Context: an optimization exercise on an open-source flow, tuned for small area. The choices shown serve that exercise and are no tape-out recipe.
Only simulation tests tie the RTL to the original design; equivalence was not proved.
In every run shown here, the design's own scripts or RTL, not TritonCTS, make the clock network.
The flow treats the clock pin as an ideal source. Dropping or thinning the clock tree relies on that and would not hold on a real chip.
No activity file was given, so power comes from the tool's default toggle rates.

$ cat flow/design.v
module fpga_top(SW, KEY, CLOCK_50, LEDR, HEX0, HEX1);
    input [9:0] SW;
    input [3:0] KEY;
    input CLOCK_50;
    output [9:0] LEDR;
    output [6:0] HEX0, HEX1;
    wire [7:0] data_result;
    quad_core u0(
        .clk(CLOCK_50),
        .resetn(KEY[0]),
        .go_n(KEY[1]),
        .data_in(SW[7:0]),
        .data_result(data_result)
    );
    assign LEDR[9:0] = {2'b00, data_result};
    hex_decoder H0(.hex_digit(data_result[3:0]), .segments(HEX0));
    hex_decoder H1(.hex_digit(data_result[7:4]), .segments(HEX1));
endmodule
module quad_core(
    input clk,
    input resetn,
    input go_n,
    input [7:0] data_in,
    output reg [7:0] data_result
    );
    reg [3:0] state;
    reg [7:0] a, b, c;
    wire [3:0] state_next;
    wire ld_a, ldx_n, a_hold, bx, bx_n, c_en, ks, ks_n, lr_n, hr;
    ctrl C0(
        .state(state), .go_n(go_n), .resetn(resetn),
        .state_next(state_next),
        .ld_a(ld_a), .ldx_n(ldx_n), .a_hold(a_hold), .bx(bx), .bx_n(bx_n), .c_en(c_en),
        .ks(ks), .ks_n(ks_n), .lr_n(lr_n), .hr(hr)
    );
    wire [7:0] mac_n;      
    wire [7:0] a_d, b_next, k_n, r_d;
    dsel S0(
        .data_in(data_in), .a(a), .b(b), .c(c), .r(data_result), .mac_n(mac_n),
        .ld_a(ld_a), .ldx_n(ldx_n), .a_hold(a_hold), .bx(bx), .bx_n(bx_n),
        .ks(ks), .ks_n(ks_n),
        .lr_n(lr_n), .hr(hr),
        .a_d(a_d), .b_next(b_next), .k_n(k_n), .r_d(r_d)
    );
    mac8 M0(.m(a), .n(b_next), .kn(k_n), .yn(mac_n));
    always @(posedge clk) begin
        state <= state_next;
        a <= a_d;
        b <= b_next;
        if (c_en)
            c <= data_in;
        data_result <= r_d;
    end
endmodule
module ctrl(
    input  [3:0] state,
    input        go_n,
    input        resetn,
    output [3:0] state_next,
    output       ld_a,       
    output       ldx_n,      
    output       a_hold,     
    output       bx,         
    output       bx_n,
    output       c_en,       
    output       ks,         
    output       ks_n,
    output       lr_n,       
    output       hr          
    );
  wire go = ~go_n;
  wire nx0_w = (~state[3] & go) | (~state[2] & state[3]) | (~state[1] & state[3]);
  wire nx1_w = (state[0] & state[3]) | (~state[0] & state[1] & ~state[3]) | (state[0] & ~state[1] & ~go) | (state[0] & state[1] & go);
  wire nx2_w = (state[2] & ~state[3]) | (state[0] & state[1] & state[3]) | (state[0] & state[1] & ~go);
  wire nx3_w = (state[0] & state[3]) | (~state[1] & state[3]) | (state[0] & state[1] & state[2] & ~go);
  wire ld_a_w = (~state[0] & ~state[1] & ~state[2]);
  wire ldx_w = (~state[0] & state[1] & state[2] & ~state[3] & go);
  wire bx_w = (~state[0] & state[1] & ~state[2]) | (~state[0] & state[1] & ~state[3] & go);
  wire c_en_w = (~state[0] & ~state[1] & state[2] & ~state[3]);
  wire last_w = (~state[0] & state[1] & state[3]);
  wire ksr_w = (state[3]);
  assign ld_a = ld_a_w; assign ldx_n = ~ldx_w; assign a_hold = ~ld_a_w & ~ldx_w;
  assign bx = bx_w; assign bx_n = ~bx_w; assign c_en = c_en_w; assign ks = ksr_w; assign ks_n = ~ksr_w;
  assign lr_n = ~(last_w & resetn); assign hr = ~last_w & resetn;
  wire [3:0] nx = {nx3_w, nx2_w, nx1_w, nx0_w};
  assign state_next = resetn ? nx : 4'd0;
endmodule
module dsel(
    input  [7:0] data_in, a, b, c, r, mac_n,
    input        ld_a, ldx_n, a_hold, bx, bx_n, ks, ks_n, lr_n, hr,
    output [7:0] a_d, b_next, k_n, r_d
    );
    assign a_d    = (data_in & {8{ld_a}}) | (a & {8{a_hold}}) | (~mac_n & {8{~ldx_n}});
    assign b_next = (data_in & {8{bx}}) | (b & {8{bx_n}});
    assign k_n    = ~((c & {8{ks}}) | (b & {8{ks_n}}));
    assign r_d    = (~mac_n & {8{~lr_n}}) | (r & {8{hr}});
endmodule
module mac8(m, n, kn, yn);
    input [7:0] m, n, kn;
    output [7:0] yn;
    assign yn = ~(m * n + ~kn);
endmodule
module hex_decoder(hex_digit, segments);
    input [3:0] hex_digit;
    output [6:0] segments;
    localparam [15:0] SEG0 = 16'h2812,
                      SEG1 = 16'hd860,
                      SEG2 = 16'hd004,
                      SEG3 = 16'h8692,
                      SEG4 = 16'h02ba,
                      SEG5 = 16'h208e,
                      SEG6 = 16'h1083;
    assign segments = {SEG6[hex_digit], SEG5[hex_digit], SEG4[hex_digit],
                       SEG3[hex_digit], SEG2[hex_digit], SEG1[hex_digit],
                       SEG0[hex_digit]};
endmodule
$ cat flow/flow/run.sh
#!/bin/bash
# Layout flow: the standard flow (standard.sh) with these changes:
#  - synthesis: the purely combinational modules of the design (mac8, dsel,
#    ctrl, hex_decoder) are taken from the hand-mapped cell netlists in
#    flow/cells.v instead of being synthesized from their RTL bodies; the
#    registers stay in the RTL and are inferred as in the standard synthesis.
#    Yosys's full-adder extraction is off and ABC uses an area script.
#  - ports are buffered with sky130_fd_sc_hd__buf_1.
#  - clock tree: the clock port drives two clkbuf_8, each driving half of
#    the register clock pins, grouped by position (flow/n_buf.tcl, run in
#    place of TritonCTS).
set -euo pipefail
here=$(pwd)
python3 - "$FLOW_DESIGN" flow/cells.v design_cells.v > swap_modules.log 2>&1 <<'PY'
import re, sys
src = open(sys.argv[1]).read()
cells = open(sys.argv[2]).read()
for m in re.finditer(r'^\s*module\s+(\w+)\b.*?^\s*endmodule\b', cells, re.S | re.M):
    name = m.group(1)
    mm = re.search(r'^\s*module\s+' + name + r'\b.*?^\s*endmodule\b', src, re.S | re.M)
    assert mm, "module %s not found" % name
    src = src[:mm.start()] + "\n" + m.group(0) + "\n" + src[mm.end():]
    print("replaced", name)
open(sys.argv[3], 'w').write(src)
PY
cp flow/abc_area_deep.script abc_area_deep.script
{
  head -n 1 synth_recipe.tcl
  cat <<TCL
proc abc {args} {
  set i [lsearch -exact \$args -script]
  if {\$i >= 0} { set args [lreplace \$args [expr {\$i+1}] [expr {\$i+1}] $here/abc_area_deep.script] }
  set j [lsearch -exact \$args -D]
  if {\$j >= 0} { set args [lreplace \$args \$j [expr {\$j+1}]] }
  yosys abc {*}\$args
}
TCL
  tail -n +2 synth_recipe.tcl
} > my_synth.tcl
export CLKBUF_CELL=sky130_fd_sc_hd__clkbuf_8 CLKBUF_COUNT=2
bash standard.sh VERILOG_FILES="$here/design_cells.v" ADDER_MAP_FILE= SYNTH_SCRIPT="$here/my_synth.tcl" \
  BUFFER_PORTS_ARGS="-inputs -outputs -buffer_cell sky130_fd_sc_hd__buf_1" \
  PRE_CTS_TCL="$here/flow/n_buf.tcl" \
  finish > standard_flow.log 2>&1
$ cat flow/flow/abc_area_deep.script
strash
&get -n
&deepsyn -T 30
&put
dch
map -a
topo
$ cat flow/flow/cells.v
module mac8(m, n, kn, yn);
    input [7:0] m, n, kn;
    output [7:0] yn;
    wire ppn1;
    wire ppn3;
    wire ppn5;
    wire ppn7;
    wire ppn9;
    wire ppn11;
    wire ppn13;
    wire ppn15;
    wire ppn17;
    wire ppn19;
    wire ppn21;
    wire ppn23;
    wire ppn25;
    wire ppn27;
    wire ppn29;
    wire ppn31;
    wire ppn33;
    wire ppn35;
    wire ppn37;
    wire ppn39;
    wire ppn41;
    wire ppn43;
    wire ppn45;
    wire ppn47;
    wire ppn49;
    wire ppn51;
    wire ppn53;
    wire ppn55;
    wire ppn57;
    wire ppn59;
    wire ppn61;
    wire ppn63;
    wire ppn65;
    wire ppn67;
    wire ppn69;
    wire ppn71;
    wire s73;
    wire c74;
    wire s77;
    wire c78;
    wire s80;
    wire c81;
    wire s84;
    wire c85;
    wire s87;
    wire c88;
    wire s90;
    wire c91;
    wire s94;
    wire c95;
    wire s97;
    wire c98;
    wire s100;
    wire c101;
    wire s103;
    wire c104;
    wire s107;
    wire c108;
    wire s110;
    wire c111;
    wire s113;
    wire c114;
    wire s116;
    wire c117;
    wire s119;
    wire c120;
    wire s123;
    wire c124;
    wire s126;
    wire c127;
    wire s129;
    wire c130;
    wire s132;
    wire c133;
    wire s135;
    wire c136;
    wire s138;
    wire c139;
    wire s142;
    wire c143;
    wire s145;
    wire c146;
    wire s148;
    wire c149;
    wire s151;
    wire c152;
    wire s154;
    wire c155;
    wire s157;
    wire c158;
    wire s160;
    wire c161;
    wire x164;
    wire x166;
    wire x168;
    wire x170;
    wire x172;
    wire x174;
    wire x176;
    wire x178;
    wire x180;
    wire x182;
    wire x184;
    wire x186;
    wire x188;
    wire x190;
    sky130_fd_sc_hd__nand2_1 g2 (.A(m[0]), .B(n[0]), .Y(ppn1));
    sky130_fd_sc_hd__nand2_1 g4 (.A(m[1]), .B(n[0]), .Y(ppn3));
    sky130_fd_sc_hd__nand2_1 g6 (.A(m[2]), .B(n[0]), .Y(ppn5));
    sky130_fd_sc_hd__nand2_1 g8 (.A(m[3]), .B(n[0]), .Y(ppn7));
    sky130_fd_sc_hd__nand2_1 g10 (.A(m[4]), .B(n[0]), .Y(ppn9));
    sky130_fd_sc_hd__nand2_1 g12 (.A(m[5]), .B(n[0]), .Y(ppn11));
    sky130_fd_sc_hd__nand2_1 g14 (.A(m[6]), .B(n[0]), .Y(ppn13));
    sky130_fd_sc_hd__nand2_1 g16 (.A(m[7]), .B(n[0]), .Y(ppn15));
    sky130_fd_sc_hd__nand2_1 g18 (.A(m[0]), .B(n[1]), .Y(ppn17));
    sky130_fd_sc_hd__nand2_1 g20 (.A(m[1]), .B(n[1]), .Y(ppn19));
    sky130_fd_sc_hd__nand2_1 g22 (.A(m[2]), .B(n[1]), .Y(ppn21));
    sky130_fd_sc_hd__nand2_1 g24 (.A(m[3]), .B(n[1]), .Y(ppn23));
    sky130_fd_sc_hd__nand2_1 g26 (.A(m[4]), .B(n[1]), .Y(ppn25));
    sky130_fd_sc_hd__nand2_1 g28 (.A(m[5]), .B(n[1]), .Y(ppn27));
    sky130_fd_sc_hd__nand2_1 g30 (.A(m[6]), .B(n[1]), .Y(ppn29));
    sky130_fd_sc_hd__nand2_1 g32 (.A(m[0]), .B(n[2]), .Y(ppn31));
    sky130_fd_sc_hd__nand2_1 g34 (.A(m[1]), .B(n[2]), .Y(ppn33));
    sky130_fd_sc_hd__nand2_1 g36 (.A(m[2]), .B(n[2]), .Y(ppn35));
    sky130_fd_sc_hd__nand2_1 g38 (.A(m[3]), .B(n[2]), .Y(ppn37));
    sky130_fd_sc_hd__nand2_1 g40 (.A(m[4]), .B(n[2]), .Y(ppn39));
    sky130_fd_sc_hd__nand2_1 g42 (.A(m[5]), .B(n[2]), .Y(ppn41));
    sky130_fd_sc_hd__nand2_1 g44 (.A(m[0]), .B(n[3]), .Y(ppn43));
    sky130_fd_sc_hd__nand2_1 g46 (.A(m[1]), .B(n[3]), .Y(ppn45));
    sky130_fd_sc_hd__nand2_1 g48 (.A(m[2]), .B(n[3]), .Y(ppn47));
    sky130_fd_sc_hd__nand2_1 g50 (.A(m[3]), .B(n[3]), .Y(ppn49));
    sky130_fd_sc_hd__nand2_1 g52 (.A(m[4]), .B(n[3]), .Y(ppn51));
    sky130_fd_sc_hd__nand2_1 g54 (.A(m[0]), .B(n[4]), .Y(ppn53));
    sky130_fd_sc_hd__nand2_1 g56 (.A(m[1]), .B(n[4]), .Y(ppn55));
    sky130_fd_sc_hd__nand2_1 g58 (.A(m[2]), .B(n[4]), .Y(ppn57));
    sky130_fd_sc_hd__nand2_1 g60 (.A(m[3]), .B(n[4]), .Y(ppn59));
    sky130_fd_sc_hd__nand2_1 g62 (.A(m[0]), .B(n[5]), .Y(ppn61));
    sky130_fd_sc_hd__nand2_1 g64 (.A(m[1]), .B(n[5]), .Y(ppn63));
    sky130_fd_sc_hd__nand2_1 g66 (.A(m[2]), .B(n[5]), .Y(ppn65));
    sky130_fd_sc_hd__nand2_1 g68 (.A(m[0]), .B(n[6]), .Y(ppn67));
    sky130_fd_sc_hd__nand2_1 g70 (.A(m[1]), .B(n[6]), .Y(ppn69));
    sky130_fd_sc_hd__nand2_1 g72 (.A(m[0]), .B(n[7]), .Y(ppn71));
    sky130_fd_sc_hd__xnor2_1 g75 (.A(ppn1), .B(kn[0]), .Y(s73));
    sky130_fd_sc_hd__or2_1 g76 (.A(ppn1), .B(kn[0]), .X(c74));
    assign yn[0] = s73;
    sky130_fd_sc_hd__fa_1 g79 (.A(ppn3), .B(ppn17), .CIN(kn[1]), .COUT(c78), .SUM(s77));
    sky130_fd_sc_hd__xnor2_1 g82 (.A(c74), .B(s77), .Y(s80));
    sky130_fd_sc_hd__or2_1 g83 (.A(c74), .B(s77), .X(c81));
    assign yn[1] = s80;
    sky130_fd_sc_hd__fa_1 g86 (.A(ppn5), .B(ppn19), .CIN(ppn31), .COUT(c85), .SUM(s84));
    sky130_fd_sc_hd__fa_1 g89 (.A(kn[2]), .B(c78), .CIN(c81), .COUT(c88), .SUM(s87));
    sky130_fd_sc_hd__xnor2_1 g92 (.A(s84), .B(s87), .Y(s90));
    sky130_fd_sc_hd__or2_1 g93 (.A(s84), .B(s87), .X(c91));
    assign yn[2] = s90;
    sky130_fd_sc_hd__fa_1 g96 (.A(ppn7), .B(ppn21), .CIN(ppn33), .COUT(c95), .SUM(s94));
    sky130_fd_sc_hd__fa_1 g99 (.A(ppn43), .B(kn[3]), .CIN(c85), .COUT(c98), .SUM(s97));
    sky130_fd_sc_hd__fa_1 g102 (.A(c88), .B(c91), .CIN(s94), .COUT(c101), .SUM(s100));
    sky130_fd_sc_hd__xnor2_1 g105 (.A(s97), .B(s100), .Y(s103));
    sky130_fd_sc_hd__or2_1 g106 (.A(s97), .B(s100), .X(c104));
    assign yn[3] = s103;
    sky130_fd_sc_hd__fa_1 g109 (.A(ppn9), .B(ppn23), .CIN(ppn35), .COUT(c108), .SUM(s107));
    sky130_fd_sc_hd__fa_1 g112 (.A(ppn45), .B(ppn53), .CIN(kn[4]), .COUT(c111), .SUM(s110));
    sky130_fd_sc_hd__fa_1 g115 (.A(c95), .B(c98), .CIN(c101), .COUT(c114), .SUM(s113));
    sky130_fd_sc_hd__fa_1 g118 (.A(c104), .B(s107), .CIN(s110), .COUT(c117), .SUM(s116));
    sky130_fd_sc_hd__xnor2_1 g121 (.A(s113), .B(s116), .Y(s119));
    sky130_fd_sc_hd__or2_1 g122 (.A(s113), .B(s116), .X(c120));
    assign yn[4] = s119;
    sky130_fd_sc_hd__fa_1 g125 (.A(ppn11), .B(ppn25), .CIN(ppn37), .COUT(c124), .SUM(s123));
    sky130_fd_sc_hd__fa_1 g128 (.A(ppn47), .B(ppn55), .CIN(ppn61), .COUT(c127), .SUM(s126));
    sky130_fd_sc_hd__fa_1 g131 (.A(kn[5]), .B(c108), .CIN(c111), .COUT(c130), .SUM(s129));
    sky130_fd_sc_hd__fa_1 g134 (.A(c114), .B(c117), .CIN(c120), .COUT(c133), .SUM(s132));
    sky130_fd_sc_hd__fa_1 g137 (.A(s123), .B(s126), .CIN(s129), .COUT(c136), .SUM(s135));
    sky130_fd_sc_hd__xnor2_1 g140 (.A(s132), .B(s135), .Y(s138));
    sky130_fd_sc_hd__or2_1 g141 (.A(s132), .B(s135), .X(c139));
    assign yn[5] = s138;
    sky130_fd_sc_hd__fa_1 g144 (.A(ppn13), .B(ppn27), .CIN(ppn39), .COUT(c143), .SUM(s142));
    sky130_fd_sc_hd__fa_1 g147 (.A(ppn49), .B(ppn57), .CIN(ppn63), .COUT(c146), .SUM(s145));
    sky130_fd_sc_hd__fa_1 g150 (.A(ppn67), .B(kn[6]), .CIN(c124), .COUT(c149), .SUM(s148));
    sky130_fd_sc_hd__fa_1 g153 (.A(c127), .B(c130), .CIN(c133), .COUT(c152), .SUM(s151));
    sky130_fd_sc_hd__fa_1 g156 (.A(c136), .B(c139), .CIN(s142), .COUT(c155), .SUM(s154));
    sky130_fd_sc_hd__fa_1 g159 (.A(s145), .B(s148), .CIN(s151), .COUT(c158), .SUM(s157));
    sky130_fd_sc_hd__xnor2_1 g162 (.A(s154), .B(s157), .Y(s160));
    sky130_fd_sc_hd__or2_1 g163 (.A(s154), .B(s157), .X(c161));
    assign yn[6] = s160;
    sky130_fd_sc_hd__xor2_1 g165 (.A(ppn15), .B(ppn29), .X(x164));
    sky130_fd_sc_hd__xor2_1 g167 (.A(ppn41), .B(ppn51), .X(x166));
    sky130_fd_sc_hd__xor2_1 g169 (.A(ppn59), .B(ppn65), .X(x168));
    sky130_fd_sc_hd__xor2_1 g171 (.A(ppn69), .B(ppn71), .X(x170));
    sky130_fd_sc_hd__xor2_1 g173 (.A(kn[7]), .B(c143), .X(x172));
    sky130_fd_sc_hd__xor2_1 g175 (.A(c146), .B(c149), .X(x174));
    sky130_fd_sc_hd__xor2_1 g177 (.A(c152), .B(c155), .X(x176));
    sky130_fd_sc_hd__xor2_1 g179 (.A(c158), .B(c161), .X(x178));
    sky130_fd_sc_hd__xor2_1 g181 (.A(x164), .B(x166), .X(x180));
    sky130_fd_sc_hd__xor2_1 g183 (.A(x168), .B(x170), .X(x182));
    sky130_fd_sc_hd__xor2_1 g185 (.A(x172), .B(x174), .X(x184));
    sky130_fd_sc_hd__xor2_1 g187 (.A(x176), .B(x178), .X(x186));
    sky130_fd_sc_hd__xor2_1 g189 (.A(x180), .B(x182), .X(x188));
    sky130_fd_sc_hd__xor2_1 g191 (.A(x184), .B(x186), .X(x190));
    sky130_fd_sc_hd__xnor2_1 g192 (.A(x188), .B(x190), .Y(yn[7]));
endmodule
module dsel(data_in, a, b, c, r, mac_n, ld_a, ldx_n, a_hold, bx, bx_n, ks, ks_n, lr_n, hr, a_d, b_next, k_n, r_d);
    input [7:0] data_in, a, b, c, r, mac_n;
    input ld_a, ldx_n, a_hold, bx, bx_n, ks, ks_n, lr_n, hr;
    output [7:0] a_d, b_next, k_n, r_d;
    wire [7:0] at;
    sky130_fd_sc_hd__nor2_1 gt0 (.A(ldx_n), .B(mac_n[0]), .Y(at[0]));
    sky130_fd_sc_hd__a221o_1 ga0 (.A1(ld_a), .A2(data_in[0]), .B1(a_hold), .B2(a[0]), .C1(at[0]), .X(a_d[0]));
    sky130_fd_sc_hd__a22o_1 gb0 (.A1(data_in[0]), .A2(bx), .B1(b[0]), .B2(bx_n), .X(b_next[0]));
    sky130_fd_sc_hd__a22oi_1 gk0 (.A1(c[0]), .A2(ks), .B1(b[0]), .B2(ks_n), .Y(k_n[0]));
    sky130_fd_sc_hd__a2bb2o_1 gr0 (.A1_N(lr_n), .A2_N(mac_n[0]), .B1(r[0]), .B2(hr), .X(r_d[0]));
    sky130_fd_sc_hd__nor2_1 gt1 (.A(ldx_n), .B(mac_n[1]), .Y(at[1]));
    sky130_fd_sc_hd__a221o_1 ga1 (.A1(ld_a), .A2(data_in[1]), .B1(a_hold), .B2(a[1]), .C1(at[1]), .X(a_d[1]));
    sky130_fd_sc_hd__a22o_1 gb1 (.A1(data_in[1]), .A2(bx), .B1(b[1]), .B2(bx_n), .X(b_next[1]));
    sky130_fd_sc_hd__a22oi_1 gk1 (.A1(c[1]), .A2(ks), .B1(b[1]), .B2(ks_n), .Y(k_n[1]));
    sky130_fd_sc_hd__a2bb2o_1 gr1 (.A1_N(lr_n), .A2_N(mac_n[1]), .B1(r[1]), .B2(hr), .X(r_d[1]));
    sky130_fd_sc_hd__nor2_1 gt2 (.A(ldx_n), .B(mac_n[2]), .Y(at[2]));
    sky130_fd_sc_hd__a221o_1 ga2 (.A1(ld_a), .A2(data_in[2]), .B1(a_hold), .B2(a[2]), .C1(at[2]), .X(a_d[2]));
    sky130_fd_sc_hd__a22o_1 gb2 (.A1(data_in[2]), .A2(bx), .B1(b[2]), .B2(bx_n), .X(b_next[2]));
    sky130_fd_sc_hd__a22oi_1 gk2 (.A1(c[2]), .A2(ks), .B1(b[2]), .B2(ks_n), .Y(k_n[2]));
    sky130_fd_sc_hd__a2bb2o_1 gr2 (.A1_N(lr_n), .A2_N(mac_n[2]), .B1(r[2]), .B2(hr), .X(r_d[2]));
    sky130_fd_sc_hd__nor2_1 gt3 (.A(ldx_n), .B(mac_n[3]), .Y(at[3]));
    sky130_fd_sc_hd__a221o_1 ga3 (.A1(ld_a), .A2(data_in[3]), .B1(a_hold), .B2(a[3]), .C1(at[3]), .X(a_d[3]));
    sky130_fd_sc_hd__a22o_1 gb3 (.A1(data_in[3]), .A2(bx), .B1(b[3]), .B2(bx_n), .X(b_next[3]));
    sky130_fd_sc_hd__a22oi_1 gk3 (.A1(c[3]), .A2(ks), .B1(b[3]), .B2(ks_n), .Y(k_n[3]));
    sky130_fd_sc_hd__a2bb2o_1 gr3 (.A1_N(lr_n), .A2_N(mac_n[3]), .B1(r[3]), .B2(hr), .X(r_d[3]));
    sky130_fd_sc_hd__nor2_1 gt4 (.A(ldx_n), .B(mac_n[4]), .Y(at[4]));
    sky130_fd_sc_hd__a221o_1 ga4 (.A1(ld_a), .A2(data_in[4]), .B1(a_hold), .B2(a[4]), .C1(at[4]), .X(a_d[4]));
    sky130_fd_sc_hd__a22o_1 gb4 (.A1(data_in[4]), .A2(bx), .B1(b[4]), .B2(bx_n), .X(b_next[4]));
    sky130_fd_sc_hd__a22oi_1 gk4 (.A1(c[4]), .A2(ks), .B1(b[4]), .B2(ks_n), .Y(k_n[4]));
    sky130_fd_sc_hd__a2bb2o_1 gr4 (.A1_N(lr_n), .A2_N(mac_n[4]), .B1(r[4]), .B2(hr), .X(r_d[4]));
    sky130_fd_sc_hd__nor2_1 gt5 (.A(ldx_n), .B(mac_n[5]), .Y(at[5]));
    sky130_fd_sc_hd__a221o_1 ga5 (.A1(ld_a), .A2(data_in[5]), .B1(a_hold), .B2(a[5]), .C1(at[5]), .X(a_d[5]));
    sky130_fd_sc_hd__a22o_1 gb5 (.A1(data_in[5]), .A2(bx), .B1(b[5]), .B2(bx_n), .X(b_next[5]));
    sky130_fd_sc_hd__a22oi_1 gk5 (.A1(c[5]), .A2(ks), .B1(b[5]), .B2(ks_n), .Y(k_n[5]));
    sky130_fd_sc_hd__a2bb2o_1 gr5 (.A1_N(lr_n), .A2_N(mac_n[5]), .B1(r[5]), .B2(hr), .X(r_d[5]));
    sky130_fd_sc_hd__nor2_1 gt6 (.A(ldx_n), .B(mac_n[6]), .Y(at[6]));
    sky130_fd_sc_hd__a221o_1 ga6 (.A1(ld_a), .A2(data_in[6]), .B1(a_hold), .B2(a[6]), .C1(at[6]), .X(a_d[6]));
    sky130_fd_sc_hd__a22o_1 gb6 (.A1(data_in[6]), .A2(bx), .B1(b[6]), .B2(bx_n), .X(b_next[6]));
    sky130_fd_sc_hd__a22oi_1 gk6 (.A1(c[6]), .A2(ks), .B1(b[6]), .B2(ks_n), .Y(k_n[6]));
    sky130_fd_sc_hd__a2bb2o_1 gr6 (.A1_N(lr_n), .A2_N(mac_n[6]), .B1(r[6]), .B2(hr), .X(r_d[6]));
    sky130_fd_sc_hd__nor2_1 gt7 (.A(ldx_n), .B(mac_n[7]), .Y(at[7]));
    sky130_fd_sc_hd__a221o_1 ga7 (.A1(ld_a), .A2(data_in[7]), .B1(a_hold), .B2(a[7]), .C1(at[7]), .X(a_d[7]));
    sky130_fd_sc_hd__a22o_1 gb7 (.A1(data_in[7]), .A2(bx), .B1(b[7]), .B2(bx_n), .X(b_next[7]));
    sky130_fd_sc_hd__a22oi_1 gk7 (.A1(c[7]), .A2(ks), .B1(b[7]), .B2(ks_n), .Y(k_n[7]));
    sky130_fd_sc_hd__a2bb2o_1 gr7 (.A1_N(lr_n), .A2_N(mac_n[7]), .B1(r[7]), .B2(hr), .X(r_d[7]));
endmodule

module ctrl(state, go_n, resetn, state_next, ld_a, ldx_n, a_hold, bx, bx_n, c_en, ks, ks_n, lr_n, hr);
  input [3:0] state;
  wire [3:0] state;
  input go_n;
  wire go_n;
  input resetn;
  wire resetn;
  output [3:0] state_next;
  wire [3:0] state_next;
  output ld_a;
  wire ld_a;
  output ldx_n;
  wire ldx_n;
  output a_hold;
  wire a_hold;
  output bx;
  wire bx;
  output bx_n;
  wire bx_n;
  output c_en;
  wire c_en;
  output ks;
  wire ks;
  output ks_n;
  wire ks_n;
  output lr_n;
  wire lr_n;
  output hr;
  wire hr;
  wire _00_;
  wire _01_;
  wire _02_;
  wire _03_;
  wire _04_;
  wire _05_;
  wire _06_;
  wire _07_;
  wire _08_;
  wire _09_;
  wire _10_;
  wire _11_;
  sky130_fd_sc_hd__clkinv_1 _12_ (
    .A(state[3]),
    .Y(ks_n)
  );
  sky130_fd_sc_hd__clkinv_1 _13_ (
    .A(resetn),
    .Y(_00_)
  );
  sky130_fd_sc_hd__clkinv_1 _14_ (
    .A(state[0]),
    .Y(_01_)
  );
  sky130_fd_sc_hd__nor2_1 _15_ (
    .A(state[3]),
    .B(go_n),
    .Y(_02_)
  );
  sky130_fd_sc_hd__nor2_1 _16_ (
    .A(_01_),
    .B(_02_),
    .Y(_03_)
  );
  sky130_fd_sc_hd__a22oi_1 _17_ (
    .A1(state[2]),
    .A2(ks_n),
    .B1(_03_),
    .B2(state[1]),
    .Y(_04_)
  );
  sky130_fd_sc_hd__nor2_1 _18_ (
    .A(_00_),
    .B(_04_),
    .Y(state_next[2])
  );
  sky130_fd_sc_hd__clkinv_1 _19_ (
    .A(state[1]),
    .Y(_05_)
  );
  sky130_fd_sc_hd__nor4_1 _20_ (
    .A(state[3]),
    .B(_05_),
    .C(_01_),
    .D(_02_),
    .Y(_06_)
  );
  sky130_fd_sc_hd__a21oi_1 _21_ (
    .A1(ks_n),
    .A2(state[1]),
    .B1(_03_),
    .Y(_07_)
  );
  sky130_fd_sc_hd__nor3_1 _22_ (
    .A(_00_),
    .B(_06_),
    .C(_07_),
    .Y(state_next[1])
  );
  sky130_fd_sc_hd__clkinv_1 _23_ (
    .A(state[2]),
    .Y(_08_)
  );
  sky130_fd_sc_hd__nor2_1 _24_ (
    .A(_08_),
    .B(_02_),
    .Y(_09_)
  );
  sky130_fd_sc_hd__a221oi_1 _25_ (
    .A1(ks_n),
    .A2(go_n),
    .B1(_09_),
    .B2(state[1]),
    .C1(_00_),
    .Y(state_next[0])
  );
  sky130_fd_sc_hd__nor3_1 _26_ (
    .A(state[0]),
    .B(ks_n),
    .C(_05_),
    .Y(_10_)
  );
  sky130_fd_sc_hd__nand2_1 _27_ (
    .A(_10_),
    .B(resetn),
    .Y(lr_n)
  );
  sky130_fd_sc_hd__nor3_1 _28_ (
    .A(state[2]),
    .B(state[1]),
    .C(state[0]),
    .Y(ld_a)
  );
  sky130_fd_sc_hd__nor4_1 _29_ (
    .A(state[3]),
    .B(state[1]),
    .C(state[0]),
    .D(_08_),
    .Y(c_en)
  );
  sky130_fd_sc_hd__nor2_1 _30_ (
    .A(_00_),
    .B(_10_),
    .Y(hr)
  );
  sky130_fd_sc_hd__a31oi_1 _31_ (
    .A1(_03_),
    .A2(state[2]),
    .A3(state[1]),
    .B1(state[3]),
    .Y(_11_)
  );
  sky130_fd_sc_hd__nor3_1 _32_ (
    .A(_00_),
    .B(_10_),
    .C(_11_),
    .Y(state_next[3])
  );
  sky130_fd_sc_hd__nor3_1 _33_ (
    .A(_05_),
    .B(state[0]),
    .C(_09_),
    .Y(bx)
  );
  sky130_fd_sc_hd__nand2_1 _34_ (
    .A(bx),
    .B(state[2]),
    .Y(ldx_n)
  );
  sky130_fd_sc_hd__clkinv_1 _35_ (
    .A(bx),
    .Y(bx_n)
  );
  sky130_fd_sc_hd__a21oi_1 _36_ (
    .A1(bx),
    .A2(state[2]),
    .B1(ld_a),
    .Y(a_hold)
  );
  assign ks = state[3];
endmodule

module hex_decoder(hex_digit, segments);
  input [3:0] hex_digit;
  wire [3:0] hex_digit;
  output [6:0] segments;
  wire [6:0] segments;
  wire _00_;
  wire _01_;
  wire _02_;
  wire _03_;
  wire _04_;
  wire _05_;
  wire _06_;
  wire _07_;
  wire _08_;
  wire _09_;
  wire _10_;
  wire _11_;
  wire _12_;
  wire _13_;
  sky130_fd_sc_hd__clkinv_1 _14_ (
    .A(hex_digit[2]),
    .Y(_00_)
  );
  sky130_fd_sc_hd__nor3_1 _15_ (
    .A(hex_digit[1]),
    .B(hex_digit[3]),
    .C(_00_),
    .Y(_01_)
  );
  sky130_fd_sc_hd__clkinv_1 _16_ (
    .A(hex_digit[1]),
    .Y(_02_)
  );
  sky130_fd_sc_hd__nor2_1 _17_ (
    .A(hex_digit[2]),
    .B(_02_),
    .Y(_03_)
  );
  sky130_fd_sc_hd__nor2_1 _18_ (
    .A(hex_digit[0]),
    .B(_03_),
    .Y(_04_)
  );
  sky130_fd_sc_hd__clkinv_1 _19_ (
    .A(hex_digit[3]),
    .Y(_05_)
  );
  sky130_fd_sc_hd__nor2_1 _20_ (
    .A(hex_digit[1]),
    .B(_00_),
    .Y(_06_)
  );
  sky130_fd_sc_hd__nor2_1 _21_ (
    .A(_05_),
    .B(_06_),
    .Y(_07_)
  );
  sky130_fd_sc_hd__nor3_1 _22_ (
    .A(_01_),
    .B(_04_),
    .C(_07_),
    .Y(segments[5])
  );
  sky130_fd_sc_hd__o22ai_1 _23_ (
    .A1(hex_digit[0]),
    .A2(_05_),
    .B1(_06_),
    .B2(_03_),
    .Y(_08_)
  );
  sky130_fd_sc_hd__clkinv_1 _24_ (
    .A(_08_),
    .Y(_09_)
  );
  sky130_fd_sc_hd__clkinv_1 _25_ (
    .A(hex_digit[0]),
    .Y(_10_)
  );
  sky130_fd_sc_hd__nand2_1 _26_ (
    .A(_01_),
    .B(_10_),
    .Y(_11_)
  );
  sky130_fd_sc_hd__o21ai_0 _27_ (
    .A1(_04_),
    .A2(_09_),
    .B1(_11_),
    .Y(segments[3])
  );
  sky130_fd_sc_hd__nand2_1 _28_ (
    .A(segments[3]),
    .B(_02_),
    .Y(_12_)
  );
  sky130_fd_sc_hd__nor2_1 _29_ (
    .A(_05_),
    .B(_09_),
    .Y(_13_)
  );
  sky130_fd_sc_hd__a21oi_1 _30_ (
    .A1(_12_),
    .A2(_05_),
    .B1(_13_),
    .Y(segments[0])
  );
  sky130_fd_sc_hd__a221oi_1 _31_ (
    .A1(_10_),
    .A2(_00_),
    .B1(segments[3]),
    .B2(_02_),
    .C1(segments[5]),
    .Y(segments[1])
  );
  sky130_fd_sc_hd__a311oi_1 _32_ (
    .A1(_10_),
    .A2(hex_digit[2]),
    .A3(_05_),
    .B1(_07_),
    .C1(_09_),
    .Y(segments[6])
  );
  sky130_fd_sc_hd__o21ai_0 _33_ (
    .A1(_10_),
    .A2(hex_digit[3]),
    .B1(_12_),
    .Y(segments[4])
  );
  sky130_fd_sc_hd__a32o_1 _34_ (
    .A1(_10_),
    .A2(_05_),
    .A3(_03_),
    .B1(_13_),
    .B2(hex_digit[2]),
    .X(segments[2])
  );
endmodule
$ cat flow/flow/n_buf.tcl
# Clock tree of one level: the clock port drives CLKBUF_COUNT clock buffers
# (cell CLKBUF_CELL); the register clock pins are split into that many groups
# of near-equal size by position (k-means), and each group is driven by one
# buffer placed at the group's centroid. Used in place of TritonCTS.
proc clock_tree_synthesis {args} {
  set master_name $::env(CLKBUF_CELL)
  set nbuf $::env(CLKBUF_COUNT)
  set block [ord::get_db_block]
  set master [[ord::get_db] findMaster $master_name]
  set clk_net [[$block findBTerm CLOCK_50] getNet]
  set pts {}
  foreach it [$clk_net getITerms] {
    set bb [[$it getInst] getBBox]
    lappend pts [list $it [expr {([$bb xMin] + [$bb xMax]) / 2.0}] [expr {([$bb yMin] + [$bb yMax]) / 2.0}]]
  }
  set n [llength $pts]
  # seed centres along x, then balanced k-means (each group gets at most ceil(n/k))
  set sorted [lsort -real -index 1 $pts]
  set cap [expr {int(ceil(double($n) / $nbuf))}]
  set centres {}
  for {set g 0} {$g < $nbuf} {incr g} {
    set p [lindex $sorted [expr {int(($g + 0.5) * $n / $nbuf)}]]
    lappend centres [list [lindex $p 1] [lindex $p 2]]
  }
  for {set iter 0} {$iter < 20} {incr iter} {
    # assign greedily by distance, respecting capacity
    set pairs {}
    set i 0
    foreach p $pts {
      set g 0
      foreach c $centres {
        set d [expr {abs([lindex $p 1] - [lindex $c 0]) + abs([lindex $p 2] - [lindex $c 1])}]
        lappend pairs [list $d $i $g]
        incr g
      }
      incr i
    }
    set pairs [lsort -real -index 0 $pairs]
    set assign [lrepeat $n -1]
    set count [lrepeat $nbuf 0]
    foreach pr $pairs {
      lassign $pr d i g
      if {[lindex $assign $i] >= 0 || [lindex $count $g] >= $cap} continue
      lset assign $i $g
      lset count $g [expr {[lindex $count $g] + 1}]
    }
    set newc {}
    for {set g 0} {$g < $nbuf} {incr g} {
      set sx 0.0; set sy 0.0; set k 0
      for {set i 0} {$i < $n} {incr i} {
        if {[lindex $assign $i] == $g} {
          set p [lindex $pts $i]
          set sx [expr {$sx + [lindex $p 1]}]; set sy [expr {$sy + [lindex $p 2]}]; incr k
        }
      }
      if {$k > 0} { lappend newc [list [expr {$sx / $k}] [expr {$sy / $k}]] } else { lappend newc [lindex $centres $g] }
    }
    set centres $newc
  }
  $clk_net setSigType CLOCK
  for {set g 0} {$g < $nbuf} {incr g} {
    set buf [odb::dbInst_create $block $master clkbuf_$g]
    set net [odb::dbNet_create $block clknet_$g]
    $net setSigType CLOCK
    [$buf findITerm A] connect $clk_net
    [$buf findITerm X] connect $net
    set c [lindex $centres $g]
    $buf setLocation [expr {int([lindex $c 0])}] [expr {int([lindex $c 1])}]
    $buf setPlacementStatus PLACED
    set k 0
    for {set i 0} {$i < $n} {incr i} {
      if {[lindex $assign $i] == $g} {
        set it [lindex [lindex $pts $i] 0]
        $it disconnect
        $it connect $net
        incr k
      }
    }
    puts "clock buffer clkbuf_$g ($master_name) drives $k clock pins"
  }
}
$ cat flow/standard.sh
#!/bin/bash
# synth_recipe.tcl (not shown) runs the flow's synth.tcl, then flattens the netlist and writes it again
# the make line also repeats each setting of config.mk as NAME=value (left out here)
make -C /OpenROAD-flow-scripts/flow DESIGN_CONFIG=/design/flow/config.mk WORK_HOME=/design/flow/orfs CLKGATE_MAP_FILE= SYNTH_SCRIPT=/design/flow/synth_recipe.tcl "${@:-finish}"
$ cat flow/config.mk
export PLATFORM = sky130hd
export DESIGN_NAME = fpga_top
export DESIGN_NICKNAME = fpga_top
export VERILOG_FILES = /design/flow/design.v
export SDC_FILE = /design/flow/constraint.sdc
export NUM_CORES = 4
export LEC_CHECK = 0
export ABC_AREA = 1
export CAP_MARGIN = 0
export CORE_MARGIN = 2
export CORE_UTILIZATION = 65
export PLACE_DENSITY = 0.75
export SLEW_MARGIN = 0
$ cat flow/constraint.sdc
create_clock -name core_clock -period 10.0 [get_ports {CLOCK_50}]
set_input_delay 2.0000 -clock core_clock [delete_from_list [all_inputs] [get_ports {CLOCK_50}]]
set_output_delay 2.0000 -clock core_clock [all_outputs]
set_load 0.01 [all_outputs]
==> flow_metrics.py, run 1 <==
metrics = {
    "power_and_ir_drop": {
        "power.combinational.fraction_pct": 57.3,
        "cellInternalPower_mw": 0.327,
        "power_switching_mw": 0.209,
        "power_density_nw_per_um2": 217,
        "power.clock.fraction_pct": 10.1,
        "power.sequential.fraction_pct": 32.5,
        "ir_drop_mv": 0.154,
        "power.switching_fraction_pct": 39.0,
        "cellLeakagePower_nw": 0.852,
    },
    "sta": {
        "fin_crit_ps": 8930,
        "setup_repair_after_global_routing_missed_its_margin": "no",
        "totalNegativeSetupSlack_ps": 0,
        "slew_violations": 0,
        "timing_hold_violations_final": 0,
        "timing_worst_slew_pin_value_ps": 1080,
        "max_freq_mhz": 112,
        "worst_clk_skew_ps": 18.5,
        "timing.slew.headroom_pct": 27.2,
        "fin_hold_ws_ps": 522,
        "fin_crit_sh_pct": 89.3,
        "setup_viol": 0,
    },
    "die": {
        "top_level_ports": 39,
        "fp.dieH_um": 62.9,
        "die_area_um2": 3960,
        "dieWidth_um": 62.9,
        "initial_utilization_pct": 67.7,
        "fp-row-count": 21,
        "core_area_um2": 3340,
    },
    "critical_path": {
        "worst-setup-path-type": "input port to flop",
        "crit_path_start_kind": "input port",
        "crit_arrival_ps": 8980,
        "crit_fanout": 11,
        "cp_data_required_time_ps": 10050,
        "end_kind": "flop",
    },
    "clock_tree": {
        "clock_insertion_delay_worst_skew_ps": 170,
        "clk_transition_reported_paths_ps": 100,
        "ctsHoldBuffers": 0,
        "post-cts-setup-buffers": 0,
        "ctsResizeCount": 0,
    },
    "synth": {
        "ys_seq_elements": 36,
        "ys_seq_area_share_pct": 35.5,
        "netlist_top_cells_area": "sky130_fd_sc_hd__dfxtp_1 25%, sky130_fd_sc_hd__fa_1 19%, sky130_fd_sc_hd__edfxtp_1 11%",
        "syn_inst": 232,
        "post_synthesis_mean_instance_area_um2": 9.73,
        "ys_warn_count": 1,
        "synth.lib_cells_used.distinct": 24,
        "mappedNetlistArea_um2": 2260,
        "synth.top_cell.area_share_pct": 24.8,
        "synth_largest_area_cell": "sky130_fd_sc_hd__dfxtp_1",
    },
    "routing": {
        "detail_route.wirelength_mm": 4.79,
        "pre_antenna_drt_iters": 8,
        "detail_route.wl_per_cell_um": 15.3,
        "detail_route.vias_per_cell": 5.93,
        "final_antenna_net_count": 0,
        "drt_iter0_drc": 94,
        "post-route-drc-count": 0,
        "num_vias": 1857,
    },
    "min_path": {
        "min_path_type": "flop to flop",
    },
    "placement": {
        "post-dp-hpwl_mm": 3.74,
        "io_buffer_count": 32,
        "finalWeightedCongestion": 0.916,
    },
    "global_routing": {
        "number_of_global_route_vias_before_repair": 1773,
        "antenna_found_initial": 0,
        "globalRouteOverflowTotal": 0,
        "grt_util_all_layers_pct": 26.0,
        "wire_length_of_the_first_global_routing_pass_mm": 8.45,
        "maximum_number_of_pins_on_one_net_before_global_route_repair": 19,
    },
    "run_status": {
        "run_status": "no timing/DRC/antenna violations",
    },
    "cells_and_area": {
        "final_net_count": 305,
        "syn2layout_area_growth_pct": 9.25,
        "layout_cells_sized_above_1_pct": 1.50,
        "n_fill_cell": 255,
        "antenna-diode-count": 0,
        "final_core_utilization_pct": 73.9,
    },
    "flow_run": {
        "count_of_maximum_capacitance_violations": 0,
    },
}
## path summary, 6_finish.rpt
| kind | start | endpoint | slack (ps) | depth (start not counted) |
|---|---|---|---|---|
| worst min-delay path | u0.a[7] | u0.a[7] | 520 | 1 |
| worst max-delay path | KEY[1] | u0.a[7] | 1070 | 26 |
| worst max register to register | u0.state[3] | u0.a[7] | 2370 | 25 |
| worst min register to register | u0.a[7] | u0.a[7] | 520 | 1 |
## registers in the layout (all words and copies together), names as in the netlist
signal,flops
u0.a,8
u0.b,8
u0.c,8
u0.data_result,8
u0.state,4
## cells by family after synthesis
logic type,Yosys count,share of synthesized area [%]
buf+inv,18,3.32
other cells,1,0.166
compound gates,51,18.6
flops,36,35.5
simple gates,83,15.3
xor+xnor,22,8.53
fa+ha+maj,21,18.6
## Yosys cell counts
master,instances
sky130_fd_sc_hd__nand2_1,42
sky130_fd_sc_hd__dfxtp_1,28
sky130_fd_sc_hd__nor2_1,23
sky130_fd_sc_hd__fa_1,21
sky130_fd_sc_hd__clkinv_1,16
sky130_fd_sc_hd__xor2_1,14
sky130_fd_sc_hd__a22oi_1,9
sky130_fd_sc_hd__nor3_1,9
sky130_fd_sc_hd__a221o_1,8
sky130_fd_sc_hd__a22o_1,8
sky130_fd_sc_hd__a2bb2o_1,8
sky130_fd_sc_hd__edfxtp_1,8
sky130_fd_sc_hd__xnor2_1,8
sky130_fd_sc_hd__or2_1,7
sky130_fd_sc_hd__a21oi_1,4
sky130_fd_sc_hd__o21ai_0,4
sky130_fd_sc_hd__a221oi_1,3
sky130_fd_sc_hd__a311oi_1,2
sky130_fd_sc_hd__a32o_1,2
sky130_fd_sc_hd__buf_4,2
sky130_fd_sc_hd__nor4_1,2
sky130_fd_sc_hd__o22ai_1,2
sky130_fd_sc_hd__a31oi_1,1
sky130_fd_sc_hd__conb_1,1
## layout by cell type (no fill, tap or decap)
cell	instances
sky130_fd_sc_hd__nand2_1	42
sky130_fd_sc_hd__buf_1	32
sky130_fd_sc_hd__dfxtp_1	28
sky130_fd_sc_hd__nor2_1	23
sky130_fd_sc_hd__fa_1	21
sky130_fd_sc_hd__clkinv_1	16
sky130_fd_sc_hd__xor2_1	14
sky130_fd_sc_hd__nor3_1	9
sky130_fd_sc_hd__a22oi_1	9
sky130_fd_sc_hd__xnor2_1	8
sky130_fd_sc_hd__a221o_1	8
sky130_fd_sc_hd__a22o_1	8
sky130_fd_sc_hd__a2bb2o_1	8
sky130_fd_sc_hd__edfxtp_1	8
sky130_fd_sc_hd__or2_1	7
sky130_fd_sc_hd__o21ai_0	4
sky130_fd_sc_hd__a21oi_1	4
sky130_fd_sc_hd__a221oi_1	3
sky130_fd_sc_hd__o22ai_1	2
sky130_fd_sc_hd__a311oi_1	2
sky130_fd_sc_hd__a32o_1	2
sky130_fd_sc_hd__conb_1	2
sky130_fd_sc_hd__clkbuf_8	2
sky130_fd_sc_hd__buf_4	2
sky130_fd_sc_hd__nor4_1	2
sky130_fd_sc_hd__a31oi_1	1
## critical path: stages
cell                       delay [ps]
sky130_fd_sc_hd__buf_1             80
sky130_fd_sc_hd__nor2_1           160
sky130_fd_sc_hd__nor2_1            90
sky130_fd_sc_hd__nor3_1           140
sky130_fd_sc_hd__buf_4            200
sky130_fd_sc_hd__clkinv_1         210
sky130_fd_sc_hd__a22o_1           380
sky130_fd_sc_hd__nand2_1          150
sky130_fd_sc_hd__fa_1             420
sky130_fd_sc_hd__or2_1            240
sky130_fd_sc_hd__fa_1             470
sky130_fd_sc_hd__or2_1            240
sky130_fd_sc_hd__fa_1             500
sky130_fd_sc_hd__or2_1            250
sky130_fd_sc_hd__fa_1             520
sky130_fd_sc_hd__or2_1            250
sky130_fd_sc_hd__fa_1             390
sky130_fd_sc_hd__fa_1             510
sky130_fd_sc_hd__fa_1             440
sky130_fd_sc_hd__or2_1            230
sky130_fd_sc_hd__xor2_1           160
sky130_fd_sc_hd__xor2_1           200
sky130_fd_sc_hd__xor2_1           190
sky130_fd_sc_hd__xnor2_1          190
sky130_fd_sc_hd__nor2_1           100
sky130_fd_sc_hd__a221o_1          270
## area by class of cell
| cell class | count | area, um2 | share of cell area [%] |
|---|---|---|---|
| Timing Repair Buffer | 34 | 135 | 5.48 |
| Tap cell | 46 | 57.6 | 2.33 |
| Buffer | 2 | 27.5 | 1.12 |
| Inverter | 16 | 60.1 | 2.43 |
| Sequential cell | 36 | 801 | 32.5 |
| Multi-Input combinational cell | 179 | 1390 | 56.2 |
## layer usage
layer | vias up | part of all wire (%) | global-route usage, %
li1 | 894 | - | -
met1 | 878 | 46 | 38.7
met2 | 80 | 46 | 43.6
met3 | 5 | 6.6 | 1.44
met4 | 0 | 0.69 | 2.78
met5 | - | 0 | 0
## power by group through the flow
stage / clock network [mW] / logic [mW] / registers, mW
after floorplan: 0 / 0.247 / 0.173
after CTS: 0.0401 / 0.305 / 0.177
final: 0.0543 / 0.307 / 0.174
after global routing: 0.0619 / 0.345 / 0.176
after detailed placement: 0 / 0.303 / 0.177
after global placement: 0 / 0.290 / 0.176
## per-stage QoR
| step | cells | cell area (um2) | setup slack, ps | total power, mW |
|---|---|---|---|---|
| final | 313 | 2470 | 1070 | 0.536 |
| after floorplan | 233 | 2260 | 960 | 0.421 |
| after global placement | 311 | 2440 | 1010 | 0.466 |
| after CTS | 313 | 2470 | 910 | 0.522 |
| after detailed placement | 311 | 2440 | 938 | 0.480 |
| after global routing | 313 | 2470 | 625 | 0.583 |
==> run 2, diff against run 1 <==
--- a/flow/config.mk
+++ b/flow/config.mk
@@ -6,8 +6,9 @@
 export NUM_CORES = 4
 export LEC_CHECK = 0
 export ABC_AREA = 1
-export CAP_MARGIN = 0
+export CAP_MARGIN = 20
 export CORE_MARGIN = 2
 export CORE_UTILIZATION = 65
+export GPL_TIMING_DRIVEN = 0
 export PLACE_DENSITY = 0.75
-export SLEW_MARGIN = 0
+export SLEW_MARGIN = 20
==> run 2 against run 1 <==
Effect of this change:
- total power shrank 0.85%
- critical path depth shrank 1
- fmax shrank 4.2%
- design area grew 0.76%
- die area is the same
==> flow_metrics.py, run 2 <==
metrics = {
    "cells_and_area": {
        "final_core_utilization_pct": 74.5,
        "final_cells": 314,
        "final_net_count": 306,
        "multi_input_area_um2": 1400,
        "layout_cells_sized_above_1_pct": 2.61,
        "n_fill_cell": 269,
        "commonest_non_fill_non_tap_cells_in_the_layout": "42 x sky130_fd_sc_hd__nand2_1, 32 x sky130_fd_sc_hd__buf_1, 28 x sky130_fd_sc_hd__dfxtp_1, 23 x sky130_fd_sc_hd__nor2_1, 21 x sky130_fd_sc_hd__fa_1",
        "antenna-diode-count": 0,
        "post_layout_instance_area_um2": 2490,
        "final-seq-area_um2": 801,
        "syn2layout_area_growth_pct": 10.1,
        "layout_commonest_cell": "sky130_fd_sc_hd__nand2_1",
    },
    "synth": {
        "synth.top_cell.area_share_pct": 24.8,
        "synth_largest_area_cell": "sky130_fd_sc_hd__dfxtp_1",
        "post_synthesis_mean_instance_area_um2": 9.73,
        "synth_enable_flop_cells": 8,
        "synthArstFlopShare_pct": 0,
        "ys_warn_count": 1,
        "synth-main-ff-cell": "sky130_fd_sc_hd__dfxtp_1",
        "ys_seq_elements": 36,
        "yosysMostFrequentCell": "sky130_fd_sc_hd__nand2_1",
        "synth.lib_cells_used.distinct": 24,
        "ys_seq_area_share_pct": 35.5,
        "mappedNetlistArea_um2": 2260,
        "synthTopCellsByCount": "42 x sky130_fd_sc_hd__nand2_1, 28 x sky130_fd_sc_hd__dfxtp_1, 23 x sky130_fd_sc_hd__nor2_1",
        "syn_inst": 232,
        "netlist_top_cells_area": "sky130_fd_sc_hd__dfxtp_1 25%, sky130_fd_sc_hd__fa_1 19%, sky130_fd_sc_hd__edfxtp_1 11%",
    },
    "critical_path": {
        "timing.critical_path.slowest_stage_cell": "sky130_fd_sc_hd__nor3_2",
        "crit_path_frequent_cell": "sky130_fd_sc_hd__fa_1",
        "crit_path_max_incr_delay_ps": 510,
        "cp_data_required_time_ps": 10060,
        "crit_path_start_kind": "input port",
        "end_kind": "flop",
        "crit_arrival_ps": 9380,
        "worstRegToRegCells": 24,
        "worst-setup-path-type": "input port to flop",
        "r2r_end": "u0.a[7]",
        "crit_fanout": 11,
        "timing.critical_path.from": "KEY[1]",
        "rr_startpoint": "u0.state[3]",
        "setup.reg_to_reg.worst_slack_ps": 2040,
    },
    "sta": {
        "timing_hold_violations_final": 0,
        "fin_hold_ws_ps": 527,
        "timing.slew.headroom_pct": 26.7,
        "setup_repair_after_global_routing_missed_its_margin": "no",
        "fin_crit_ps": 9320,
        "slew_violations": 0,
        "totalNegativeSetupSlack_ps": 0,
        "fin_crit_sh_pct": 93.2,
        "setup_slack_ps": 683,
        "max_freq_mhz": 107,
        "setup_viol": 0,
        "worst_clk_skew_ps": 10.4,
        "timing_worst_slew_pin_value_ps": 1090,
    },
    "routing": {
        "detail_route.vias_per_cell": 6.03,
        "detail_route.wirelength_mm": 4.79,
        "post-route-drc-count": 0,
        "pre_antenna_drt_iters": 4,
        "detail_route.wl_per_cell_um": 15.2,
        "num_vias": 1893,
        "final_antenna_net_count": 0,
        "drt_iter0_drc": 96,
    },
    "die": {
        "core_area_um2": 3340,
        "fp-row-count": 21,
        "top_level_ports": 39,
        "die_area_um2": 3960,
        "initial_utilization_pct": 67.7,
        "dieWidth_um": 62.9,
        "fp.dieH_um": 62.9,
    },
    "min_path": {
        "timing.hold.worst_endpoint": "u0.b[7]",
        "hold_path_depth": 1,
        "min_path_type": "flop to flop",
        "min_from": "u0.b[7]",
    },
    "clock_tree": {
        "ctsHoldBuffers": 0,
        "clk_transition_reported_paths_ps": 110,
        "post-cts-setup-buffers": 0,
        "clock_insertion_delay_worst_skew_ps": 170,
        "ctsResizeCount": 0,
    },
    "global_routing": {
        "maximum_number_of_pins_on_one_net_before_global_route_repair": 19,
        "globalRouteOverflowTotal": 0,
        "number_of_global_route_vias_before_repair": 1847,
        "wire_length_of_the_first_global_routing_pass_mm": 8.49,
        "grt_util_all_layers_pct": 26.3,
        "antenna_found_initial": 0,
    },
    "placement": {
        "finalWeightedCongestion": 0.889,
        "post_placement_worst_setup_slack_ps": 20.8,
        "dpl-instance-area_um2": 2450,
        "dp_cells": 312,
        "io_buffer_count": 32,
        "post-dp-hpwl_mm": 3.76,
    },
    "power_and_ir_drop": {
        "sum_of_internal_switching_and_leakage_power_mw": 0.531,
        "power_density_nw_per_um2": 214,
        "ir_drop_mv": 0.119,
        "cellLeakagePower_nw": 0.858,
    },
    "run_status": {
        "run_status": "no timing/DRC/antenna violations",
    },
    "flow_run": {
        "count_of_maximum_capacitance_violations": 0,
    },
}
==> run 2: worst max-delay path by stage <==
| stage | end | slack, ps | depth (start not counted) |
|---|---|---|---|
| 6_report | u0.a[7] | 680 | 25 |
| 5_1_grt | u0.a[7] | 180 | 25 |
| 4_1_cts | u0.a[7] | 10 | 25 |
| 3_5_place_dp | u0.a[7] | 20 | 25 |
| 3_3_place_gp | u0.a[7] | 140 | 25 |
| 2_1_floorplan | u0.a[7] | 960 | 24 |
==> run 2: final cells by class <==
| class | instances | share of cell area, % |
|---|---|---|
| Inverter | 16 | 2.42 |
| Buffer | 4 | 1.71 |
| Sequential cell | 36 | 32.2 |
| Tap cell | 46 | 2.32 |
| Multi-Input combinational cell | 179 | 56.2 |
| Timing Repair Buffer | 33 | 5.13 |
==> run 2: worst max-delay path, delay by kind of cell <==
family                   cells  cell delay [ps]
adder cells (fa/ha/maj)      7             3240
AND/OR/NAND/NOR             10             2190
XOR/XNOR                     4              730
AO/OA/AOI/OAI                2              710
buffers and inverters        2              500
==> run 2: where the power goes <==
part,switching (mW),internal (mW),total [mW],leakage (nW)
combinational,0.157,0.145,0.302,0.540
clock,0.0366,0.0187,0.0553,0.0144
sequential,0.0120,0.162,0.174,0.304
total,0.205,0.326,0.531,0.858
==> run 2: metal layers <==
metal	wire length, um	GRT usage (%)	part of all wire, %
met3	334	1.26	7.0
met1	2130	37.1	45
met5	0	0	0
met4	73	4.17	1.5
met2	2250	45.9	47
==> run 2: cells by family after synthesis <==
group	count (synthesis)	share of synthesized area, %
compound gates	51	18.6
xor+xnor	22	8.53
flops	36	35.5
other cells	1	0.166
buf+inv	18	3.32
simple gates	83	15.3
fa+ha+maj	21	18.6
==> run 3, diff against run 2 <==
--- a/flow/config.mk
+++ b/flow/config.mk
@@ -9,6 +9,5 @@
 export CAP_MARGIN = 20
 export CORE_MARGIN = 2
 export CORE_UTILIZATION = 65
-export GPL_TIMING_DRIVEN = 0
 export PLACE_DENSITY = 0.75
 export SLEW_MARGIN = 20
==> run 3 against run 2 <==
Effect of this change:
- still clean on timing, DRC and antenna
- synthesized area unchanged
- synthesized cell count unchanged
- cell count decreased by 0.32%
- wire length about the same
- global-route usage decreased by 0.32 points
- sequential power about the same
- clock skew increased by 8.0 ps
- worst hold slack got worse by 4.7 ps
- highest routed layer unchanged
- total power increased by 0.86%
- critical endpoint unchanged
- critical path type unchanged
- sequential share of layout area increased by 0.24 points
- largest power group unchanged
- register-to-register slack improved by 330 ps
- sequential cell count unchanged
==> flow_metrics.py, run 3 <==
metrics = {
    "routing": {
        "num_vias": 1857,
        "drt_iter0_drc": 94,
        "detail_route.wirelength_mm": 4.79,
        "detail_route.wl_per_cell_um": 15.3,
        "final_antenna_net_count": 0,
        "post-route-drc-count": 0,
        "pre_antenna_drt_iters": 8,
        "detail_route.vias_per_cell": 5.93,
    },
    "global_routing": {
        "maximum_number_of_pins_on_one_net_before_global_route_repair": 19,
        "wire_length_of_the_first_global_routing_pass_mm": 8.45,
        "gr-max-usage-layer": "met2",
        "number_of_global_route_vias_before_repair": 1773,
        "grt_util_met3_pct": 1.44,
        "globalRouteOverflowTotal": 0,
        "grt_util_all_layers_pct": 26.0,
        "antenna_found_initial": 0,
        "gr-usage-met2_pct": 43.6,
        "global_route.usage.met1_pct": 38.7,
    },
    "flow_run": {
        "count_of_maximum_capacitance_violations": 0,
    },
    "clock_tree": {
        "clock_insertion_delay_worst_skew_ps": 170,
        "post-cts-setup-buffers": 0,
        "ctsHoldBuffers": 0,
        "clk_transition_reported_paths_ps": 100,
        "ctsResizeCount": 0,
    },
    "die": {
        "fp.dieH_um": 62.9,
        "top_level_ports": 39,
        "fp-row-count": 21,
        "die_area_um2": 3960,
        "initial_utilization_pct": 67.7,
        "core_area_um2": 3340,
        "dieWidth_um": 62.9,
    },
    "synth": {
        "netlist_top_cells_area": "sky130_fd_sc_hd__dfxtp_1 25%, sky130_fd_sc_hd__fa_1 19%, sky130_fd_sc_hd__edfxtp_1 11%",
        "synth_largest_area_cell": "sky130_fd_sc_hd__dfxtp_1",
        "synth-main-ff-cell": "sky130_fd_sc_hd__dfxtp_1",
        "ys_seq_area_share_pct": 35.5,
        "mappedNetlistArea_um2": 2260,
        "ys_warn_count": 1,
        "synth_enable_flop_cells": 8,
        "synthTopCellsByCount": "42 x sky130_fd_sc_hd__nand2_1, 28 x sky130_fd_sc_hd__dfxtp_1, 23 x sky130_fd_sc_hd__nor2_1",
        "ys_seq_elements": 36,
        "yosysMostFrequentCell": "sky130_fd_sc_hd__nand2_1",
        "synth.lib_cells_used.distinct": 24,
        "syn_inst": 232,
        "synth.top_cell.area_share_pct": 24.8,
        "post_synthesis_mean_instance_area_um2": 9.73,
        "synthArstFlopShare_pct": 0,
    },
    "sta": {
        "timing_hold_violations_final": 0,
        "fin_crit_sh_pct": 89.3,
        "max_freq_mhz": 112,
        "setup_viol": 0,
        "slew_violations": 0,
        "fin_crit_ps": 8930,
        "setup_repair_after_global_routing_missed_its_margin": "no",
        "totalNegativeSetupSlack_ps": 0,
        "timing_worst_slew_pin_value_ps": 1080,
        "worst_clk_skew_ps": 18.5,
        "timing.slew.headroom_pct": 27.2,
    },
    "cells_and_area": {
        "commonest_non_fill_non_tap_cells_in_the_layout": "42 x sky130_fd_sc_hd__nand2_1, 32 x sky130_fd_sc_hd__buf_1, 28 x sky130_fd_sc_hd__dfxtp_1, 23 x sky130_fd_sc_hd__nor2_1, 21 x sky130_fd_sc_hd__fa_1",
        "n_fill_cell": 255,
        "final_net_count": 305,
        "layout_cells_sized_above_1_pct": 1.50,
        "antenna-diode-count": 0,
        "syn2layout_area_growth_pct": 9.25,
        "final_core_utilization_pct": 73.9,
        "layout_commonest_cell": "sky130_fd_sc_hd__nand2_1",
        "multi_input_area_um2": 1390,
        "final-seq-area_um2": 801,
    },
    "placement": {
        "io_buffer_count": 32,
        "finalWeightedCongestion": 0.916,
        "post-dp-hpwl_mm": 3.74,
    },
    "power_and_ir_drop": {
        "power_switching_mw": 0.209,
        "power.combinational.fraction_pct": 57.3,
        "cellLeakagePower_nw": 0.852,
        "power.sequential.fraction_pct": 32.5,
        "cellInternalPower_mw": 0.327,
        "power.switching_fraction_pct": 39.0,
        "ir_drop_mv": 0.154,
        "power_density_nw_per_um2": 217,
        "power.clock.fraction_pct": 10.1,
    },
    "critical_path": {
        "timing.critical_path.slowest_stage_cell": "sky130_fd_sc_hd__fa_1",
        "path_buf_inv": 3,
        "worst-setup-path-type": "input port to flop",
        "crit_fanout": 11,
        "crit_arrival_ps": 8980,
        "crit_path_max_delay_family": "adder cells",
        "end_kind": "flop",
        "crit_path_frequent_cell": "sky130_fd_sc_hd__fa_1",
        "crit_path_max_incr_delay_ps": 520,
        "crit_path_start_kind": "input port",
        "cp_data_required_time_ps": 10050,
    },
    "run_status": {
        "run_status": "no timing/DRC/antenna violations",
    },
    "min_path": {
        "min_path_type": "flop to flop",
    },
}
-- run 3: cell counts after synthesis --
Identical to the previous run, type by type.
-- run 3: power groups by stage --
stage               Combinational [mW]  Sequential, mW  Clock (mW)
floorplan                        0.247           0.173           0
global placement                 0.290           0.176           0
global route                     0.345           0.176      0.0619
finish                           0.307           0.174      0.0543
detailed placement               0.303           0.177           0
CTS                              0.305           0.177      0.0401
-- run 3: layout make-up --
type / count / share of cell area, %
plain buffers: 2 / 1.12
repair buffers: 34 / 5.48
multi-input cells: 179 / 56.2
inverters: 16 / 2.43
well taps: 46 / 2.33
flip-flops and latches: 36 / 32.5
-- run 3: cell families (layout without fill, tap and decap cells) --
| logic type | count (synthesis) | count (layout) | synth area share [%] |
|---|---|---|---|
| xor gates and xnor gates | 22 | 22 | 8.53 |
| adders and majority gates | 21 | 21 | 18.6 |
| AOI/OAI and AO/OA | 51 | 51 | 18.6 |
| other | 1 | 2 | 0.166 |
| and+or+nand+nor | 83 | 83 | 15.3 |
| buffers and inverters | 18 | 52 | 3.32 |
| DFF | 36 | 36 | 35.5 |
-- run 3: routing by layer --
layer / vias to the layer above / share of wire [%]
met4: 0 / 0.69
li1: 894 / -
met5: - / 0
met1: 878 / 46
met2: 80 / 46
met3: 5 / 6.6
-- run 3: worst paths after layout --
path / startpoint / to / slack [ps] / depth (start not counted)
setup / recovery: KEY[1] / u0.a[7] / 1070 / 26
hold / removal: u0.a[7] / u0.a[7] / 520 / 1
setup reg to reg: u0.state[3] / u0.a[7] / 2370 / 25
hold reg to reg: u0.a[7] / u0.a[7] / 520 / 1
-- run 3: metrics by stage --
stage	power (mW)	cells	area [um2]	setup slack, ps	hold slack [ps]
after detailed placement	0.480	311	2440	938	483
after global placement	0.466	311	2440	1010	487
after global routing	0.583	313	2470	625	535
after CTS	0.522	313	2470	910	492
final	0.536	313	2470	1070	522
after floorplan	0.421	233	2260	960	455
==> run 4, diff against run 3 <==
--- a/flow/flow/run.sh
+++ b/flow/flow/run.sh
@@ -38,7 +38,7 @@
   tail -n +2 synth_recipe.tcl
 } > my_synth.tcl
 export CLKBUF_CELL=sky130_fd_sc_hd__clkbuf_8 CLKBUF_COUNT=2
-bash standard.sh VERILOG_FILES="$here/design_cells.v" ADDER_MAP_FILE= SYNTH_SCRIPT="$here/my_synth.tcl" \
+bash standard.sh VERILOG_FILES="$here/design_cells.v" ADDER_MAP_FILE= SYNTH_INSBUF=0 SYNTH_SCRIPT="$here/my_synth.tcl" \
   BUFFER_PORTS_ARGS="-inputs -outputs -buffer_cell sky130_fd_sc_hd__buf_1" \
   PRE_CTS_TCL="$here/flow/n_buf.tcl" \
   finish > standard_flow.log 2>&1
==> run 4 against run 3 <==
Effect of this change:
- still clean on timing, DRC and antenna
- sequential share of layout area stayed put
- sequential cell count did not move
- cell count unchanged
- synthesized cell count is 0.86% lower
- die area decreased by 0.62%
- clock skew decreased by 7.6 ps
- synthesized area decreased by 0.66%
- combinational power barely moved
- via count rose by 0.81%
- clock power fell by 2%
==> flow_metrics.py, run 4 <==
metrics = {
    "synth": {
        "ys_seq_elements": 36,
        "syn_inst": 230,
        "synth.lib_cells_used.distinct": 23,
        "synthTopCellsByCount": "42 x sky130_fd_sc_hd__nand2_1, 28 x sky130_fd_sc_hd__dfxtp_1, 23 x sky130_fd_sc_hd__nor2_1",
        "post_synthesis_mean_instance_area_um2": 9.75,
        "synth-main-ff-cell": "sky130_fd_sc_hd__dfxtp_1",
        "mappedNetlistArea_um2": 2240,
        "synthArstFlopShare_pct": 0,
    },
    "critical_path": {
        "crit_path_max_incr_delay_ps": 510,
        "worst-setup-path-type": "input port to flop",
        "crit_fanout": 11,
        "crit_path_start_kind": "input port",
        "crit_arrival_ps": 8920,
        "timing.critical_path.slowest_stage_cell": "sky130_fd_sc_hd__fa_1",
        "worstRegToRegCells": 25,
        "cp_data_required_time_ps": 10050,
        "crit_path_frequent_cell": "sky130_fd_sc_hd__fa_1",
    },
    "cells_and_area": {
        "syn2layout_area_growth_pct": 9.98,
        "final_net_count": 305,
        "commonest_non_fill_non_tap_cells_in_the_layout": "42 x sky130_fd_sc_hd__nand2_1, 32 x sky130_fd_sc_hd__buf_1, 28 x sky130_fd_sc_hd__dfxtp_1, 23 x sky130_fd_sc_hd__nor2_1, 21 x sky130_fd_sc_hd__fa_1",
        "antenna-diode-count": 0,
        "post_layout_instance_area_um2": 2470,
        "final_core_utilization_pct": 73.9,
    },
    "min_path": {
        "hold_path_depth": 1,
        "min_path_type": "flop to flop",
    },
    "clock_tree": {
        "clk_transition_reported_paths_ps": 100,
        "post-cts-setup-buffers": 0,
        "ctsResizeCount": 0,
        "clock_insertion_delay_worst_skew_ps": 160,
    },
    "sta": {
        "timing_worst_slew_pin_value_ps": 1050,
        "max_freq_mhz": 113,
        "timing.slew.headroom_pct": 29.2,
        "slew_violations": 0,
        "timing_hold_violations_final": 0,
        "setup_repair_after_global_routing_missed_its_margin": "no",
        "fin_crit_ps": 8860,
    },
    "power_and_ir_drop": {
        "power.combinational.fraction_pct": 57.5,
        "cellInternalPower_mw": 0.325,
        "power.sequential.fraction_pct": 32.6,
        "cellLeakagePower_nw": 0.852,
    },
    "routing": {
        "drt_iter0_drc": 93,
        "post-route-drc-count": 0,
    },
    "flow_run": {
        "count_of_maximum_capacitance_violations": 0,
    },
    "placement": {
        "dpl-instance-area_um2": 2440,
        "finalWeightedCongestion": 0.851,
    },
    "die": {
        "dieWidth_um": 62.8,
    },
    "run_status": {
        "run_status": "no timing/DRC/antenna violations",
    },
    "global_routing": {
        "maximum_number_of_pins_on_one_net_before_global_route_repair": 19,
        "globalRouteOverflowTotal": 0,
    },
}
[run 4: logic make-up after synthesis]
family	after synthesis	synth area share [%]
DFF	36	35.7
and+or+nand+nor	83	15.4
AOI/OAI and AO/OA	51	18.7
buffers and inverters	16	2.68
adders and majority gates	21	18.7
other	1	0.167
xor gates and xnor gates	22	8.59
[run 4: final cells by class]
cell class,instances,area (um2)
plain buffers,2,27.5
fillers,266,870
inverters,16,60.1
multi-input cells,179,1390
flip-flops and latches,36,801
well taps,46,57.6
repair buffers,34,135
[run 4: power by group through the flow]
stage / registers (mW) / clock network (mW) / logic (mW)
after floorplan: 0.173 / 0 / 0.247
after global placement: 0.177 / 0 / 0.295
after detailed placement: 0.177 / 0 / 0.304
after CTS: 0.177 / 0.0401 / 0.307
after global routing: 0.176 / 0.0589 / 0.355
final: 0.174 / 0.0530 / 0.307
[run 4: metal layers]
metal,GRT usage (%),up-vias,wire length [um]
met5,0,-,0
met4,3.89,0,73
met3,0.721,8,352
met2,44.5,81,2200
met1,39.8,888,2160
li1,-,895,-
[run 4: final timing paths]
| path | startpoint | end | slack, ps |
|---|---|---|---|
| max | KEY[1] | u0.a[7] | 1140 |
| min | u0.a[7] | u0.a[7] | 500 |
| max reg2reg | u0.state[3] | u0.a[7] | 2460 |
| min reg2reg | u0.a[7] | u0.a[7] | 500 |
[run 4: through the flow]
stage,setup WS [ps],std cells
finish,1140,313
global route,660,313
CTS,931,313
detailed placement,976,311
global placement,1020,311
floorplan,960,231

Re-timed with assumed drivers on the ports (clkbuf_16 on the clock, buf_2 on other inputs), run 4 has 1.152 ns of setup slack against 1.136 ns with ideal ports, and 0.960 ns once port delays also move by the mid clock arrival of 0.193 ns.
